What follows belongs to an exercise in optimizing a design on an open flow for small area, a short achievable clock period and few clock cycles; a production flow would make more cautious choices.
Where RTL was checked, it was by simulation tests only, not by an equivalence proof against the original.

==> inputs of run a <==
## code_converter_top
module code_converter_top #(
  parameter WIDTH  = 32,
  parameter DIGITS = 10
)(
  input  wire                   clk,
  input  wire                   rst,
  input  wire                   start,
  input  wire [2:0]             opcode,
  input  wire [WIDTH-1:0]       bin_in,
  input  wire [WIDTH-1:0]       gray_in,
  input  wire [DIGITS*4-1:0]    bcd_in,
  input  wire [DIGITS*4-1:0]    ex3_in,
  output reg  [WIDTH-1:0]       bin_out,
  output reg  [WIDTH-1:0]       gray_out,
  output reg  [DIGITS*4-1:0]    bcd_out,
  output reg  [DIGITS*4-1:0]    ex3_out,
  output wire                   busy,
  output wire                   done
);
Settings: LEC_CHECK=0, ABC_AREA=1, CAP_MARGIN=20, CORE_MARGIN=2, CORE_UTILIZATION=40, SETUP_SLACK_MARGIN=2.8, SLEW_MARGIN=20; clock period 6.5 ns.
standard.sh (not shown) runs the stock make flow with config.mk's settings and CLKGATE_MAP_FILE= SYNTH_SCRIPT=/design/flow/synth_recipe.tcl, a recipe that flattens the netlist after the stock synthesis.
==> flow/flow/run.sh <==
#!/bin/bash
# The standard flow (standard.sh), except that the port buffers are plain
# buffers instead of the delay cells buffer_ports picks by default.
set -euo pipefail
export BUFFER_PORTS_ARGS="-buffer_cell sky130_fd_sc_hd__buf_2"
bash standard.sh > standard.log 2>&1
==> inputs of run b, as changes to run a <==
--- a/flow/design.v
+++ b/flow/design.v
@@ -104,13 +104,12 @@
       for (j = 7; j >= 0; j = j - 1)
         t = dstep(t, p[j]);
       dd8 = t;
     end
   endfunction
-  wire       n0 = (b[23:16] != 8'd0), n1 = (b[15:8] != 8'd0);
-  assign z = n0 ? 2'd0 : n1 ? 2'd1 : 2'd2;
-  wire [7:0]  p = b[23:16] | ({8{~n0}} & (b[15:8] | {8{~n1}} & b[7:0]));
+  assign z = (b[23:16] != 8'd0) ? 2'd0 : (b[15:8] != 8'd0) ? 2'd1 : 2'd2;
+  wire [7:0]  p = (z == 2'd0) ? b[23:16] : (z == 2'd1) ? b[15:8] : b[7:0];
   wire [39:0] t = dd8(40'd0, p);
   assign o = t[28:0];
 endmodule
 `timescale 1ns/1ps
 module bcd2bin_v3(
@@ -143,47 +142,28 @@
         4'd12: m10 = 8'd120;  4'd13: m10 = 8'd130;
         4'd14: m10 = 8'd140;  default: m10 = 8'd150;
       endcase
     end
   endfunction
-  wire [10:0] x = m100(d[11:8]);
-  wire [10:0] y = {3'd0, m10(d[7:4])};
-  wire [10:0] w = {7'd0, d[3:0]};
-  wire [10:0] s = x ^ y ^ w;
-  wire [10:0] c = {(x[9:0] & y[9:0]) | (x[9:0] & w[9:0]) | (y[9:0] & w[9:0]), 1'b0};
-  reg [10:0] g, p, g2, p2;
-  integer l, i;
-  always @(*) begin
-    g = s & c;
-    p = s ^ c;
-    for (l = 1; l < 11; l = l * 2) begin
-      g2 = g;
-      p2 = p;
-      for (i = 0; i < 11; i = i + 1)
-        if (i & l) begin
-          g2[i] = g[i] | (p[i] & g[(i & ~(l - 1)) - 1]);
-          p2[i] = p[i] & p[(i & ~(l - 1)) - 1];
-        end
-      g = g2;
-      p = p2;
-    end
-  end
-  assign v = s ^ c ^ {g[9:0], 1'b0};
+  assign v = m100(d[11:8]) + {3'd0, m10(d[7:4])} + {7'd0, d[3:0]};
 endmodule
-module bcd2bin_groups(
-  input  wire [39:0] d,
+module bcd2bin_first(
+  input  wire [27:0] d,
   output wire [1:0]  z,
-  output wire [10:0] a,
-  output wire [10:0] v1,
-  output wire [10:0] v2,
-  output wire [10:0] v3
+  output wire [10:0] a
+);
+  assign z = (d[27:24] != 4'd0) ? 2'd0 : (d[23:12] != 12'd0) ? 2'd1 : 2'd2;
+  wire [10:0] v;
+  bcd2bin_v3 u_v (.d((z == 2'd1) ? d[23:12] : d[11:0]), .v(v));
+  assign a = (z == 2'd0) ? {7'd0, d[27:24]} : v;
+endmodule
+module bcd2bin_group(
+  input  wire [35:0] d,
+  input  wire [1:0]  k,
+  output wire [10:0] v
 );
-  bcd2bin_v3 u_v1 (.d(d[35:24]), .v(v1));
-  bcd2bin_v3 u_v2 (.d(d[23:12]), .v(v2));
-  bcd2bin_v3 u_v3 (.d(d[11:0]),  .v(v3));
-  assign z = (d[39:36] != 4'd0) ? 2'd0 : (d[35:24] != 12'd0) ? 2'd1 : 2'd2;
-  assign a = (z == 2'd0) ? {7'd0, d[39:36]} : (z == 2'd1) ? v1 : v2;
+  bcd2bin_v3 u_v (.d((k == 2'd1) ? d[35:24] : (k == 2'd2) ? d[23:12] : d[11:0]), .v(v));
 endmodule
 `timescale 1ns/1ps
 module code_converter_top #(
   parameter WIDTH  = 32,
   parameter DIGITS = 10
@@ -253,15 +233,16 @@
   wire op_multi = (opcode[2:1] == 2'b01);
   assign done = last | (start & ~op_multi);
   assign busy = mid;
   wire [1:0]  z2, z3;
   wire [28:0] w0;
-  wire [10:0] a0, v1, v2, v3;
-  bin2bcd_first  u_f2 (.b(bin_in[31:8]), .z(z2), .o(w0));
-  bcd2bin_groups u_f3 (.d(bcd_in), .z(z3), .a(a0), .v1(v1), .v2(v2), .v3(v3));
+  wire [10:0] a0, qn;
+  bin2bcd_first u_f2 (.b(bin_in[31:8]), .z(z2), .o(w0));
+  bcd2bin_first u_f3 (.d(bcd_in[39:12]), .z(z3), .a(a0));
   wire [1:0] z = opcode[0] ? z3 : z2;
   wire [1:0] k = (mid ? idx : z) + 2'd1;
+  bcd2bin_group u_q (.d(bcd_in[35:0]), .k(k), .v(qn));
   always @(posedge clk or posedge rst) begin
     if (rst) begin
       mid   <= 1'b0;
       last  <= 1'b0;
       isb2d <= 1'b0;
@@ -287,11 +268,11 @@
   reg [10:0] Q;    
   wire [39:0] dd_run = dd8({11'd0, W}, P);
   wire [31:0] acc    = horner(A, Q);
   always @(posedge clk) begin
     P <= (k == 2'd1) ? bin_in[23:16] : (k == 2'd2) ? bin_in[15:8] : bin_in[7:0];
-    Q <= (k == 2'd1) ? v1 : (k == 2'd2) ? v2 : v3;
+    Q <= qn;
     if (mid) begin
       W <= dd_run[28:0];
       A <= acc[23:0];
     end else begin
       W <= w0;
--- a/flow/config.mk
+++ b/flow/config.mk
@@ -9,5 +9,6 @@
 export CAP_MARGIN = 20
 export CORE_MARGIN = 2
 export CORE_UTILIZATION = 40
 export SETUP_SLACK_MARGIN = 2.8
 export SLEW_MARGIN = 20
+export SYNTH_HIERARCHICAL = 1
==> inputs of run c, as changes to run a <==
==> flow/flow/run.sh (replaced) <==
#!/bin/bash
# The standard flow (standard.sh), except that the port buffers are plain
# buffers instead of the delay cells buffer_ports picks by default.
set -euo pipefail
export BUFFER_PORTS_ARGS="-buffer_cell sky130_fd_sc_hd__buf_1"
export RECOVER_POWER=50
bash standard.sh > standard.log 2>&1
--- a/flow/config.mk
+++ b/flow/config.mk
@@ -7,7 +7,8 @@
 export LEC_CHECK = 0
 export ABC_AREA = 1
 export CAP_MARGIN = 20
 export CORE_MARGIN = 2
 export CORE_UTILIZATION = 40
+export CTS_BUF_LIST = sky130_fd_sc_hd__clkbuf_8
 export SETUP_SLACK_MARGIN = 2.8
 export SLEW_MARGIN = 20
==> notes <==
Run c ran to the end with violations: max-capacitance violations, max-slew violations. Run a passed the timing, DRC and antenna checks. Run b finished with timing, DRC and antenna clean.
The lowest via count belongs to run a, the highest to run b.
In run c the global-route usage is lower than in run a, by 0.19 points.
The lowest register-to-register slack belongs to run b, the highest to run a.
Clock-buffer cell count: run c > run b > run a.
Between run b and run a, the lower die area is in run a (gap about 10%, measured against run a).
Testbench counts of run a, summed over its fixed seeds: cycles 5,632.
Testbench counts of run c, summed over its fixed seeds: cycles 5,632.
Function not checked in run b: the RTL went through the layout flow alone.

* * *

==> inputs of run G <==
code_converter_top, a different RTL version from the one above (not shown whole).
// code_converter_top
module code_converter_top #(
  parameter WIDTH  = 32,
  parameter DIGITS = 10
)(
  input  wire                   clk,
  input  wire                   rst,
  input  wire                   start,
  input  wire [2:0]             opcode,
  input  wire [WIDTH-1:0]       bin_in,
  input  wire [WIDTH-1:0]       gray_in,
  input  wire [DIGITS*4-1:0]    bcd_in,
  input  wire [DIGITS*4-1:0]    ex3_in,
  output reg  [WIDTH-1:0]       bin_out,
  output reg  [WIDTH-1:0]       gray_out,
  output reg  [DIGITS*4-1:0]    bcd_out,
  output reg  [DIGITS*4-1:0]    ex3_out,
  output wire                   busy,
  output wire                   done
);
  function [3:0] add3(input [3:0] d);
    begin
      add3[3] = d[3] | (d[2] & (d[1] | d[0]));
      add3[2] = (d[2] & ~d[1] & ~d[0]) | (d[3] & d[0]);
      add3[1] = (d[1] & (~d[2] | d[0])) | (d[3] & ~d[0]);
      add3[0] = (~d[3] & ~d[2] & d[0]) | (d[2] & d[1] & ~d[0]) | (d[3] & ~d[0]);
  ...
==> flow/config.mk <==
export PLATFORM = sky130hd
export DESIGN_NAME = code_converter_top
export DESIGN_NICKNAME = code_converter_top
export VERILOG_FILES = /design/flow/design.v
export SDC_FILE = /design/flow/constraint.sdc
export NUM_CORES = 4
export LEC_CHECK = 0
export ABC_AREA = 1
export CAP_MARGIN = 20
export CORE_MARGIN = 2
export CORE_UTILIZATION = 40
export SETUP_SLACK_MARGIN = 2.0
export SLEW_MARGIN = 20
==> flow/constraint.sdc <==
create_clock -name core_clock -period 6.5 [get_ports {clk}]
set_input_delay 1.3000 -clock core_clock [delete_from_list [all_inputs] [get_ports {clk}]]
set_output_delay 1.3000 -clock core_clock [all_outputs]
set_load 0.01 [all_outputs]
run.sh (not shown) runs the stock make flow with config.mk's settings and CLKGATE_MAP_FILE= SYNTH_SCRIPT=/design/flow/synth_recipe.tcl, a recipe that flattens the netlist after the stock synthesis.
Stock flow here: none of the scripts above is used.
==> run D: changes against run G <==
Settings changed: SETUP_SLACK_MARGIN 2.0 to 2.6.
==> qor summary <==
metric	run G	run D
Clock network area share	4.251%	4.269%
Required time at the worst-slack endpoint	6.89 ns	6.98 ns
Post_cts resized	1	29
Pre-CTS setup slack	1.416 ns	1.662 ns
DR top layer	met5	met4
Final Worst Setup Slack	2.313 ns	2.710 ns
Depth of the worst register-to-register path	20	17
Post-CTS setup-driven buffer insertion count	0	4
Register-to-register setup slack	2.31 ns	2.82 ns
Met1 routing resource usage after global routing	28.57%	30.08%
Total GRT Usage	22.34%	22.53%
Number of antenna violations at the first check in global routing	5	0
Clock buffer count from CTS	29	28
Levels on crit path	20	17
Result of the run	timing/DRC/antenna clean	timing/DRC/antenna clean
Function was not checked in any run of this note: the RTL went through the layout flow alone.

* * *

==> inputs of v4 <==
==> flow/design.v <==
`timescale 1ns/1ps
module code_converter_top #(
  parameter WIDTH  = 32,
  parameter DIGITS = 10
)(
  input  wire                   clk,
  input  wire                   rst,
  input  wire                   start,
  input  wire [2:0]             opcode,
  input  wire [WIDTH-1:0]       bin_in,
  input  wire [WIDTH-1:0]       gray_in,
  input  wire [DIGITS*4-1:0]    bcd_in,
  input  wire [DIGITS*4-1:0]    ex3_in,
  output reg  [WIDTH-1:0]       bin_out,
  output reg  [WIDTH-1:0]       gray_out,
  output reg  [DIGITS*4-1:0]    bcd_out,
  output reg  [DIGITS*4-1:0]    ex3_out,
  output wire                   busy,
  output wire                   done
);
  function [3:0] add3(input [3:0] d);
    begin
      add3[3] = d[3] | (d[2] & (d[1] | d[0]));
      add3[2] = (d[2] & ~d[1] & ~d[0]) | (d[3] & d[0]);
      add3[1] = (d[1] & (~d[2] | d[0])) | (d[3] & ~d[0]);
      add3[0] = (~d[3] & ~d[2] & d[0]) | (d[2] & d[1] & ~d[0]) | (d[3] & ~d[0]);
    end
  endfunction
  function [39:0] dstep(input [39:0] x, input b);
    integer i;
    reg c;
    reg [3:0] f;
    begin
      c = b;
      for (i = 0; i < 10; i = i + 1) begin
        f = add3(x[4*i +: 4]);
        dstep[4*i +: 4] = {f[2:0], c};
        c = f[3];
      end
    end
  endfunction
  function [39:0] dd8(input [39:0] x, input [7:0] p);
    integer j;
    reg [39:0] t;
    begin
      t = x;
      for (j = 7; j >= 0; j = j - 1)
        t = dstep(t, p[j]);
      dd8 = t;
    end
  endfunction
  function [10:0] m100(input [3:0] x);
    begin
      case (x)
        4'd0:  m100 = 11'd0;    4'd1:  m100 = 11'd100;
        4'd2:  m100 = 11'd200;  4'd3:  m100 = 11'd300;
        4'd4:  m100 = 11'd400;  4'd5:  m100 = 11'd500;
        4'd6:  m100 = 11'd600;  4'd7:  m100 = 11'd700;
        4'd8:  m100 = 11'd800;  4'd9:  m100 = 11'd900;
        4'd10: m100 = 11'd1000; 4'd11: m100 = 11'd1100;
        4'd12: m100 = 11'd1200; 4'd13: m100 = 11'd1300;
        4'd14: m100 = 11'd1400; default: m100 = 11'd1500;
      endcase
    end
  endfunction
  function [7:0] m10(input [3:0] x);
    begin
      case (x)
        4'd0:  m10 = 8'd0;    4'd1:  m10 = 8'd10;
        4'd2:  m10 = 8'd20;   4'd3:  m10 = 8'd30;
        4'd4:  m10 = 8'd40;   4'd5:  m10 = 8'd50;
        4'd6:  m10 = 8'd60;   4'd7:  m10 = 8'd70;
        4'd8:  m10 = 8'd80;   4'd9:  m10 = 8'd90;
        4'd10: m10 = 8'd100;  4'd11: m10 = 8'd110;
        4'd12: m10 = 8'd120;  4'd13: m10 = 8'd130;
        4'd14: m10 = 8'd140;  default: m10 = 8'd150;
      endcase
    end
  endfunction
  function [63:0] csa(input [31:0] x, input [31:0] y, input [31:0] z);
    begin
      csa = {((x & y) | (x & z) | (y & z)) << 1, x ^ y ^ z};
    end
  endfunction
  function [10:0] v3(input [11:0] d);
    begin
      v3 = m100(d[11:8]) + {3'd0, m10(d[7:4])} + {7'd0, d[3:0]};
    end
  endfunction
  function [30:0] horner(input [20:0] a, input [10:0] p);
    reg [63:0] s1, s2;
    reg [31:0] t;
    begin
      s1 = csa({1'b0, a, 10'd2}, ~{7'd0, a, 4'd0}, ~{8'd0, a, 3'd0});
      s2 = csa(s1[31:0], s1[63:32], {21'd0, p});
      t  = s2[31:0] + s2[63:32];
      horner = t[30:0];
    end
  endfunction
  function [31:0] g2b(input [31:0] g);
    integer s, j;
    reg [31:0] t;
    begin
      t = g;
      for (s = 1; s < 32; s = s * 2)
        for (j = 2*s-1; j < 32; j = j + 2*s)
          t[31-j] = t[31-j] ^ t[31-(j-s)];
      for (s = 8; s >= 1; s = s / 2)
        for (j = 3*s-1; j < 32; j = j + 2*s)
          t[31-j] = t[31-j] ^ t[31-(j-s)];
      g2b = t;
    end
  endfunction
  function [39:0] addn(input [39:0] x, input [3:0] k);
    integer i;
    begin
      for (i = 0; i < 10; i = i + 1)
        addn[4*i +: 4] = x[4*i +: 4] + k;
    end
  endfunction
  reg       mid, last;
  reg       isb2d;   
  reg [1:0] ph;
  wire      run = mid | last;
  wire op_multi = (opcode[2:1] == 2'b01);
  assign done = last | (start & ~op_multi);
  assign busy = mid;
  always @(posedge clk or posedge rst) begin
    if (rst) begin
      mid   <= 1'b0;
      last  <= 1'b0;
      isb2d <= 1'b0;
      ph    <= 2'd0;
    end else if (mid) begin
      ph   <= ph + 2'd1;
      mid  <= (ph != 2'd1);
      last <= (ph == 2'd1);
    end else if (last) begin
      last <= 1'b0;
    end else if (start & op_multi) begin
      mid   <= 1'b1;
      isb2d <= ~opcode[0];
      ph    <= 2'd0;
    end
  end
  reg [28:0] W;    
  reg [7:0]  P;    
  reg [30:0] A;    
  reg [10:0] Q;    
  wire [39:0] dd_run = dd8({11'd0, W}, P);
  wire [30:0] acc    = horner(A[20:0], Q);
  wire [31:0] b2d    = {A, 1'b0} + {A[28:0], 3'b000} + {28'd0, Q[3:0]};
  always @(posedge clk) begin
    if (mid & ph[0]) Q <= {7'd0, bcd_in[3:0]};
    else             Q <= v3(mid ? bcd_in[15:4] : bcd_in[27:16]);
    if (mid) begin
      W <= dd_run[28:0];
      P <= ph[0] ? bin_in[7:0] : bin_in[15:8];
      A <= acc;
    end else begin
      W <= dd8(40'd0, bin_in[31:24]);
      P <= bin_in[23:16];
      A <= {20'd0, v3(bcd_in[39:28])};
    end
  end
  always @(posedge clk or posedge rst) begin
    if (rst) begin
      bin_out  <= {WIDTH{1'b0}};
      gray_out <= {WIDTH{1'b0}};
      bcd_out  <= {DIGITS*4{1'b0}};
      ex3_out  <= {DIGITS*4{1'b0}};
    end else begin
      if (start & (opcode == 3'd0)) gray_out <= bin_in ^ (bin_in >> 1);
      if (start & (opcode == 3'd1)) bin_out <= g2b(gray_in);
      else if (last & ~isb2d)      bin_out <= b2d;
      if (start & (opcode == 3'd5)) bcd_out <= addn(ex3_in, 4'd13);
      else if (last & isb2d)       bcd_out <= dd_run;
      if (start & (opcode == 3'd4)) ex3_out <= addn(bcd_in, 4'd3);
    end
  end
endmodule
==> flow/run.sh <==
#!/bin/bash
# synth_recipe.tcl (not shown) runs the flow's synth.tcl, then flattens the netlist and writes it again
# the make line also repeats each setting of config.mk as NAME=value (left out here)
make -C /OpenROAD-flow-scripts/flow DESIGN_CONFIG=/design/flow/config.mk WORK_HOME=/design/flow/orfs CLKGATE_MAP_FILE= SYNTH_SCRIPT=/design/flow/synth_recipe.tcl finish
==> flow/config.mk <==
export PLATFORM = sky130hd
export DESIGN_NAME = code_converter_top
export DESIGN_NICKNAME = code_converter_top
export VERILOG_FILES = /design/flow/design.v
export SDC_FILE = /design/flow/constraint.sdc
export NUM_CORES = 4
export LEC_CHECK = 0
export ABC_AREA = 1
export CAP_MARGIN = 20
export CORE_MARGIN = 2
export CORE_UTILIZATION = 40
export SETUP_SLACK_MARGIN = 3.2
export SLEW_MARGIN = 20
==> flow/constraint.sdc <==
create_clock -name core_clock -period 6.5 [get_ports {clk}]
set_input_delay 1.3000 -clock core_clock [delete_from_list [all_inputs] [get_ports {clk}]]
set_output_delay 1.3000 -clock core_clock [all_outputs]
set_load 0.01 [all_outputs]
==> v12: changes against v4 <==
==> flow/design.v (replaced) <==
`timescale 1ns/1ps
module bin2gray #(parameter WIDTH = 32)(
  input  wire [WIDTH-1:0] bin,
  output wire [WIDTH-1:0] gray
);
  assign gray = bin ^ (bin >> 1);
endmodule
`timescale 1ns/1ps
module gray2bin #(parameter WIDTH = 32)(
  input  wire [WIDTH-1:0] gray,
  output reg  [WIDTH-1:0] bin
);
  integer s, j;
  always @(*) begin
    bin = gray;
    for (s = 1; s < WIDTH; s = s * 2)
      for (j = 2*s-1; j < WIDTH; j = j + 2*s)
        bin[WIDTH-1-j] = bin[WIDTH-1-j] ^ bin[WIDTH-1-(j-s)];
    for (s = WIDTH / 4; s >= 1; s = s / 2)
      for (j = 3*s-1; j < WIDTH; j = j + 2*s)
        bin[WIDTH-1-j] = bin[WIDTH-1-j] ^ bin[WIDTH-1-(j-s)];
  end
endmodule
`timescale 1ns/1ps
module nibble_add #(parameter DIGITS = 10, parameter K = 3)(
  input  wire [DIGITS*4-1:0] x,
  output reg  [DIGITS*4-1:0] y
);
  integer i;
  always @(*)
    for (i = 0; i < DIGITS; i = i + 1)
      y[4*i +: 4] = x[4*i +: 4] + K[3:0];
endmodule
`timescale 1ns/1ps
module bin2bcd_dd(
  input  wire [28:0] w,
  input  wire [7:0]  p,
  output wire [39:0] o
);
  function [3:0] add3(input [3:0] d);
    begin
      add3[3] = d[3] | (d[2] & (d[1] | d[0]));
      add3[2] = (d[2] & ~d[1] & ~d[0]) | (d[3] & d[0]);
      add3[1] = (d[1] & (~d[2] | d[0])) | (d[3] & ~d[0]);
      add3[0] = (~d[3] & ~d[2] & d[0]) | (d[2] & d[1] & ~d[0]) | (d[3] & ~d[0]);
    end
  endfunction
  function [39:0] dstep(input [39:0] x, input b);
    integer i;
    reg c;
    reg [3:0] f;
    begin
      c = b;
      for (i = 0; i < 10; i = i + 1) begin
        f = add3(x[4*i +: 4]);
        dstep[4*i +: 4] = {f[2:0], c};
        c = f[3];
      end
    end
  endfunction
  function [39:0] dd8(input [39:0] x, input [7:0] p);
    integer j;
    reg [39:0] t;
    begin
      t = x;
      for (j = 7; j >= 0; j = j - 1)
        t = dstep(t, p[j]);
      dd8 = t;
    end
  endfunction
  assign o = dd8({11'd0, w}, p);
endmodule
module bin2bcd_first(
  input  wire [23:0] b,
  output wire [1:0]  z,
  output wire [28:0] o
);
  function [3:0] add3(input [3:0] d);
    begin
      add3[3] = d[3] | (d[2] & (d[1] | d[0]));
      add3[2] = (d[2] & ~d[1] & ~d[0]) | (d[3] & d[0]);
      add3[1] = (d[1] & (~d[2] | d[0])) | (d[3] & ~d[0]);
      add3[0] = (~d[3] & ~d[2] & d[0]) | (d[2] & d[1] & ~d[0]) | (d[3] & ~d[0]);
    end
  endfunction
  function [39:0] dstep(input [39:0] x, input b);
    integer i;
    reg c;
    reg [3:0] f;
    begin
      c = b;
      for (i = 0; i < 10; i = i + 1) begin
        f = add3(x[4*i +: 4]);
        dstep[4*i +: 4] = {f[2:0], c};
        c = f[3];
      end
    end
  endfunction
  function [39:0] dd8(input [39:0] x, input [7:0] p);
    integer j;
    reg [39:0] t;
    begin
      t = x;
      for (j = 7; j >= 0; j = j - 1)
        t = dstep(t, p[j]);
      dd8 = t;
    end
  endfunction
  wire       n0 = (b[23:16] != 8'd0), n1 = (b[15:8] != 8'd0);
  assign z = n0 ? 2'd0 : n1 ? 2'd1 : 2'd2;
  wire [7:0]  p = b[23:16] | ({8{~n0}} & (b[15:8] | {8{~n1}} & b[7:0]));
  wire [39:0] t = dd8(40'd0, p);
  assign o = t[28:0];
endmodule
`timescale 1ns/1ps
module bcd2bin_v3(
  input  wire [11:0] d,
  output wire [10:0] v
);
  function [10:0] m100(input [3:0] x);
    begin
      case (x)
        4'd0:  m100 = 11'd0;    4'd1:  m100 = 11'd100;
        4'd2:  m100 = 11'd200;  4'd3:  m100 = 11'd300;
        4'd4:  m100 = 11'd400;  4'd5:  m100 = 11'd500;
        4'd6:  m100 = 11'd600;  4'd7:  m100 = 11'd700;
        4'd8:  m100 = 11'd800;  4'd9:  m100 = 11'd900;
        4'd10: m100 = 11'd1000; 4'd11: m100 = 11'd1100;
        4'd12: m100 = 11'd1200; 4'd13: m100 = 11'd1300;
        4'd14: m100 = 11'd1400; default: m100 = 11'd1500;
      endcase
    end
  endfunction
  function [7:0] m10(input [3:0] x);
    begin
      case (x)
        4'd0:  m10 = 8'd0;    4'd1:  m10 = 8'd10;
        4'd2:  m10 = 8'd20;   4'd3:  m10 = 8'd30;
        4'd4:  m10 = 8'd40;   4'd5:  m10 = 8'd50;
        4'd6:  m10 = 8'd60;   4'd7:  m10 = 8'd70;
        4'd8:  m10 = 8'd80;   4'd9:  m10 = 8'd90;
        4'd10: m10 = 8'd100;  4'd11: m10 = 8'd110;
        4'd12: m10 = 8'd120;  4'd13: m10 = 8'd130;
        4'd14: m10 = 8'd140;  default: m10 = 8'd150;
      endcase
    end
  endfunction
  wire [10:0] x = m100(d[11:8]);
  wire [10:0] y = {3'd0, m10(d[7:4])};
  wire [10:0] w = {7'd0, d[3:0]};
  wire [10:0] s = x ^ y ^ w;
  wire [10:0] c = {(x[9:0] & y[9:0]) | (x[9:0] & w[9:0]) | (y[9:0] & w[9:0]), 1'b0};
  reg [10:0] g, p, g2, p2;
  integer l, i;
  always @(*) begin
    g = s & c;
    p = s ^ c;
    for (l = 1; l < 11; l = l * 2) begin
      g2 = g;
      p2 = p;
      for (i = 0; i < 11; i = i + 1)
        if (i & l) begin
          g2[i] = g[i] | (p[i] & g[(i & ~(l - 1)) - 1]);
          p2[i] = p[i] & p[(i & ~(l - 1)) - 1];
        end
      g = g2;
      p = p2;
    end
  end
  assign v = s ^ c ^ {g[9:0], 1'b0};
endmodule
module bcd2bin_groups(
  input  wire [39:0] d,
  output wire [1:0]  z,
  output wire [10:0] a,
  output wire [10:0] v1,
  output wire [10:0] v2,
  output wire [10:0] v3
);
  bcd2bin_v3 u_v1 (.d(d[35:24]), .v(v1));
  bcd2bin_v3 u_v2 (.d(d[23:12]), .v(v2));
  bcd2bin_v3 u_v3 (.d(d[11:0]),  .v(v3));
  assign z = (d[39:36] != 4'd0) ? 2'd0 : (d[35:24] != 12'd0) ? 2'd1 : 2'd2;
  assign a = (z == 2'd0) ? {7'd0, d[39:36]} : (z == 2'd1) ? v1 : v2;
endmodule
`timescale 1ns/1ps
module code_converter_top #(
  parameter WIDTH  = 32,
  parameter DIGITS = 10
)(
  input  wire                   clk,
  input  wire                   rst,
  input  wire                   start,
  input  wire [2:0]             opcode,
  input  wire [WIDTH-1:0]       bin_in,
  input  wire [WIDTH-1:0]       gray_in,
  input  wire [DIGITS*4-1:0]    bcd_in,
  input  wire [DIGITS*4-1:0]    ex3_in,
  output reg  [WIDTH-1:0]       bin_out,
  output reg  [WIDTH-1:0]       gray_out,
  output reg  [DIGITS*4-1:0]    bcd_out,
  output reg  [DIGITS*4-1:0]    ex3_out,
  output wire                   busy,
  output wire                   done
);
  function [3:0] add3(input [3:0] d);
    begin
      add3[3] = d[3] | (d[2] & (d[1] | d[0]));
      add3[2] = (d[2] & ~d[1] & ~d[0]) | (d[3] & d[0]);
      add3[1] = (d[1] & (~d[2] | d[0])) | (d[3] & ~d[0]);
      add3[0] = (~d[3] & ~d[2] & d[0]) | (d[2] & d[1] & ~d[0]) | (d[3] & ~d[0]);
    end
  endfunction
  function [39:0] dstep(input [39:0] x, input b);
    integer i;
    reg c;
    reg [3:0] f;
    begin
      c = b;
      for (i = 0; i < 10; i = i + 1) begin
        f = add3(x[4*i +: 4]);
        dstep[4*i +: 4] = {f[2:0], c};
        c = f[3];
      end
    end
  endfunction
  function [39:0] dd8(input [39:0] x, input [7:0] p);
    integer j;
    reg [39:0] t;
    begin
      t = x;
      for (j = 7; j >= 0; j = j - 1)
        t = dstep(t, p[j]);
      dd8 = t;
    end
  endfunction
  function [63:0] csa(input [31:0] x, input [31:0] y, input [31:0] z);
    begin
      csa = {((x & y) | (x & z) | (y & z)) << 1, x ^ y ^ z};
    end
  endfunction
  function [31:0] horner(input [23:0] a, input [10:0] p);
    reg [63:0] s1, s2;
    begin
      s1 = csa({a[21:0], 10'd2}, ~{4'd0, a, 4'd0}, ~{5'd0, a, 3'd0});
      s2 = csa(s1[31:0], s1[63:32], {21'd0, p});
      horner = s2[31:0] + s2[63:32];
    end
  endfunction
  reg       mid, last;
  reg       isb2d;   
  reg [1:0] idx;
  wire op_multi = (opcode[2:1] == 2'b01);
  assign done = last | (start & ~op_multi);
  assign busy = mid;
  wire [1:0]  z2, z3;
  wire [28:0] w0;
  wire [10:0] a0, v1, v2, v3;
  bin2bcd_first  u_f2 (.b(bin_in[31:8]), .z(z2), .o(w0));
  bcd2bin_groups u_f3 (.d(bcd_in), .z(z3), .a(a0), .v1(v1), .v2(v2), .v3(v3));
  wire [1:0] z = opcode[0] ? z3 : z2;
  wire [1:0] k = (mid ? idx : z) + 2'd1;
  always @(posedge clk or posedge rst) begin
    if (rst) begin
      mid   <= 1'b0;
      last  <= 1'b0;
      isb2d <= 1'b0;
      idx   <= 2'd0;
    end else if (mid) begin
      idx <= idx + 2'd1;
      if (idx == 2'd2) begin
        mid  <= 1'b0;
        last <= 1'b1;
      end
    end else if (last) begin
      last <= 1'b0;
    end else if (start & op_multi) begin
      isb2d <= ~opcode[0];
      idx   <= z + 2'd1;
      if (z == 2'd2) last <= 1'b1;
      else           mid  <= 1'b1;
    end
  end
  reg [28:0] W;    
  reg [7:0]  P;    
  reg [23:0] A;    
  reg [10:0] Q;    
  wire [39:0] dd_run = dd8({11'd0, W}, P);
  wire [31:0] acc    = horner(A, Q);
  always @(posedge clk) begin
    P <= (k == 2'd1) ? bin_in[23:16] : (k == 2'd2) ? bin_in[15:8] : bin_in[7:0];
    Q <= (k == 2'd1) ? v1 : (k == 2'd2) ? v2 : v3;
    if (mid) begin
      W <= dd_run[28:0];
      A <= acc[23:0];
    end else begin
      W <= w0;
      A <= {13'd0, a0};
    end
  end
  wire [WIDTH-1:0]    gray_c, bin_c;
  wire [DIGITS*4-1:0] ex3_c, bcd_c;
  bin2gray #(WIDTH) u_b2g (.bin(bin_in), .gray(gray_c));
  gray2bin #(WIDTH) u_g2b (.gray(gray_in), .bin(bin_c));
  nibble_add #(DIGITS, 3)  u_b2e (.x(bcd_in), .y(ex3_c));
  nibble_add #(DIGITS, 13) u_e2b (.x(ex3_in), .y(bcd_c));
  always @(posedge clk or posedge rst) begin
    if (rst) begin
      bin_out  <= {WIDTH{1'b0}};
      gray_out <= {WIDTH{1'b0}};
      bcd_out  <= {DIGITS*4{1'b0}};
      ex3_out  <= {DIGITS*4{1'b0}};
    end else begin
      if (start & (opcode == 3'd0)) gray_out <= gray_c;
      if (start & (opcode == 3'd1)) bin_out <= bin_c;
      else if (last & ~isb2d)      bin_out <= acc;
      if (start & (opcode == 3'd5)) bcd_out <= bcd_c;
      else if (last & isb2d)       bcd_out <= dd_run;
      if (start & (opcode == 3'd4)) ex3_out <= ex3_c;
    end
  end
endmodule
==> flow/flow/run.sh (new file) <==
#!/bin/bash
# The standard flow (standard.sh), except that the port buffers are plain
# buffers instead of the delay cells buffer_ports picks by default, and CTS
# adds no dummy loads.
set -euo pipefail
export BUFFER_PORTS_ARGS="-buffer_cell sky130_fd_sc_hd__buf_1"
export CTS_ARGS="-sink_clustering_enable -repair_clock_nets -dont_use_dummy_load -buf_list sky130_fd_sc_hd__clkbuf_8"
bash standard.sh > standard.log 2>&1
==> flow/standard.sh (new file) <==
#!/bin/bash
# synth_recipe.tcl (not shown) runs the flow's synth.tcl, then flattens the netlist and writes it again
# the make line also repeats each setting of config.mk as NAME=value (left out here)
make -C /OpenROAD-flow-scripts/flow DESIGN_CONFIG=/design/flow/config.mk WORK_HOME=/design/flow/orfs CLKGATE_MAP_FILE= SYNTH_SCRIPT=/design/flow/synth_recipe.tcl "${@:-finish}"
--- a/flow/config.mk
+++ b/flow/config.mk
@@ -9,5 +9,6 @@
 export CAP_MARGIN = 20
 export CORE_MARGIN = 2
 export CORE_UTILIZATION = 40
-export SETUP_SLACK_MARGIN = 3.2
+export CTS_BUF_LIST = sky130_fd_sc_hd__clkbuf_8
+export SETUP_SLACK_MARGIN = 2.8
 export SLEW_MARGIN = 20
removed: flow/run.sh
==> comparison table <==
item                                                                                    v4                      v12
Run status                                                         complete, no violations  complete, no violations
Reg2Reg Capture Point                                                     A[28]$_SDFF_PN0_  bin_out[23]$_DFFE_PP0P_
Buffer share of cell area                                                            0.144                   0.0609
Yosys warns                                                                              1                        6
Die Width                                                                           231 um                   226 um
Fraction of area in registers                                                        0.191                    0.228
Starting DRT DRC Count                                                                1010                      970
Number of well-tap cells placed                                                        680                      664
Part of the Yosys area used for sequential elements                                  0.257                    0.262
Largest net degree at the start of global routing                                      150                       78
Fraction of area in clock buffers and inverters                                     0.0395                   0.0260
Hold slack                                                                        0.485 ns                 0.473 ns
Area Growth Syn to Fin                                                               37.5%                    15.2%
Instance count of the mapped netlist                                                  3057                     2911
Fraction of final layout cells with drive strength greater than 1                    0.222                    0.114
Highest Clock Rate                                                                 296 MHz                  282 MHz
Testbench counts of v12, summed over its fixed seeds: cycles 5,632.
Only the layout flow was run in v4; the RTL was not checked for function there.

separate check: timing with driven ports:
No port has a modelled driver above. Below, the same layouts with a new extraction and two added sets of constraints. Step 1 assumes that a clkbuf_16 drives the clock port and a buf_2 every other input. Step 2 also shifts input and output timing later by t, the mid clock arrival at the registers, as if the neighbouring blocks saw the same clock. Slacks: ideal / step 1 / step 2; pairs: ideal / step 1.
| run | t, ns | setup WS [ns] | hold WS [ns] |
|---|---|---|---|
| run a | 0.629 | 2.950 / 2.978 / 2.349 | 0.474 / 0.474 / 0.474 |
| run b | 0.633 | 2.200 / 2.205 / 1.572 | 0.461 / 0.461 / 0.461 |
| run c | 0.653 | 2.858 / 2.886 / 2.233 | 0.473 / 0.473 / 0.473 |
| run G | 0.621 | 2.313 / 2.261 / 1.715 | 0.480 / 0.480 / 0.480 |
| run D | 0.611 | 2.710 / 2.719 / 2.132 | 0.473 / 0.473 / 0.473 |
| v4 | 0.631 | 3.124 / 3.121 / 2.490 | 0.485 / 0.485 / 0.485 |
| v12 | 0.636 | 2.951 / 2.963 / 2.336 | 0.473 / 0.473 / 0.473 |
For v4, which loses most, drivers alone change the setup slack by -0.003 ns; drivers and shift together by -0.634 ns. Setup slack includes reset recovery checks.
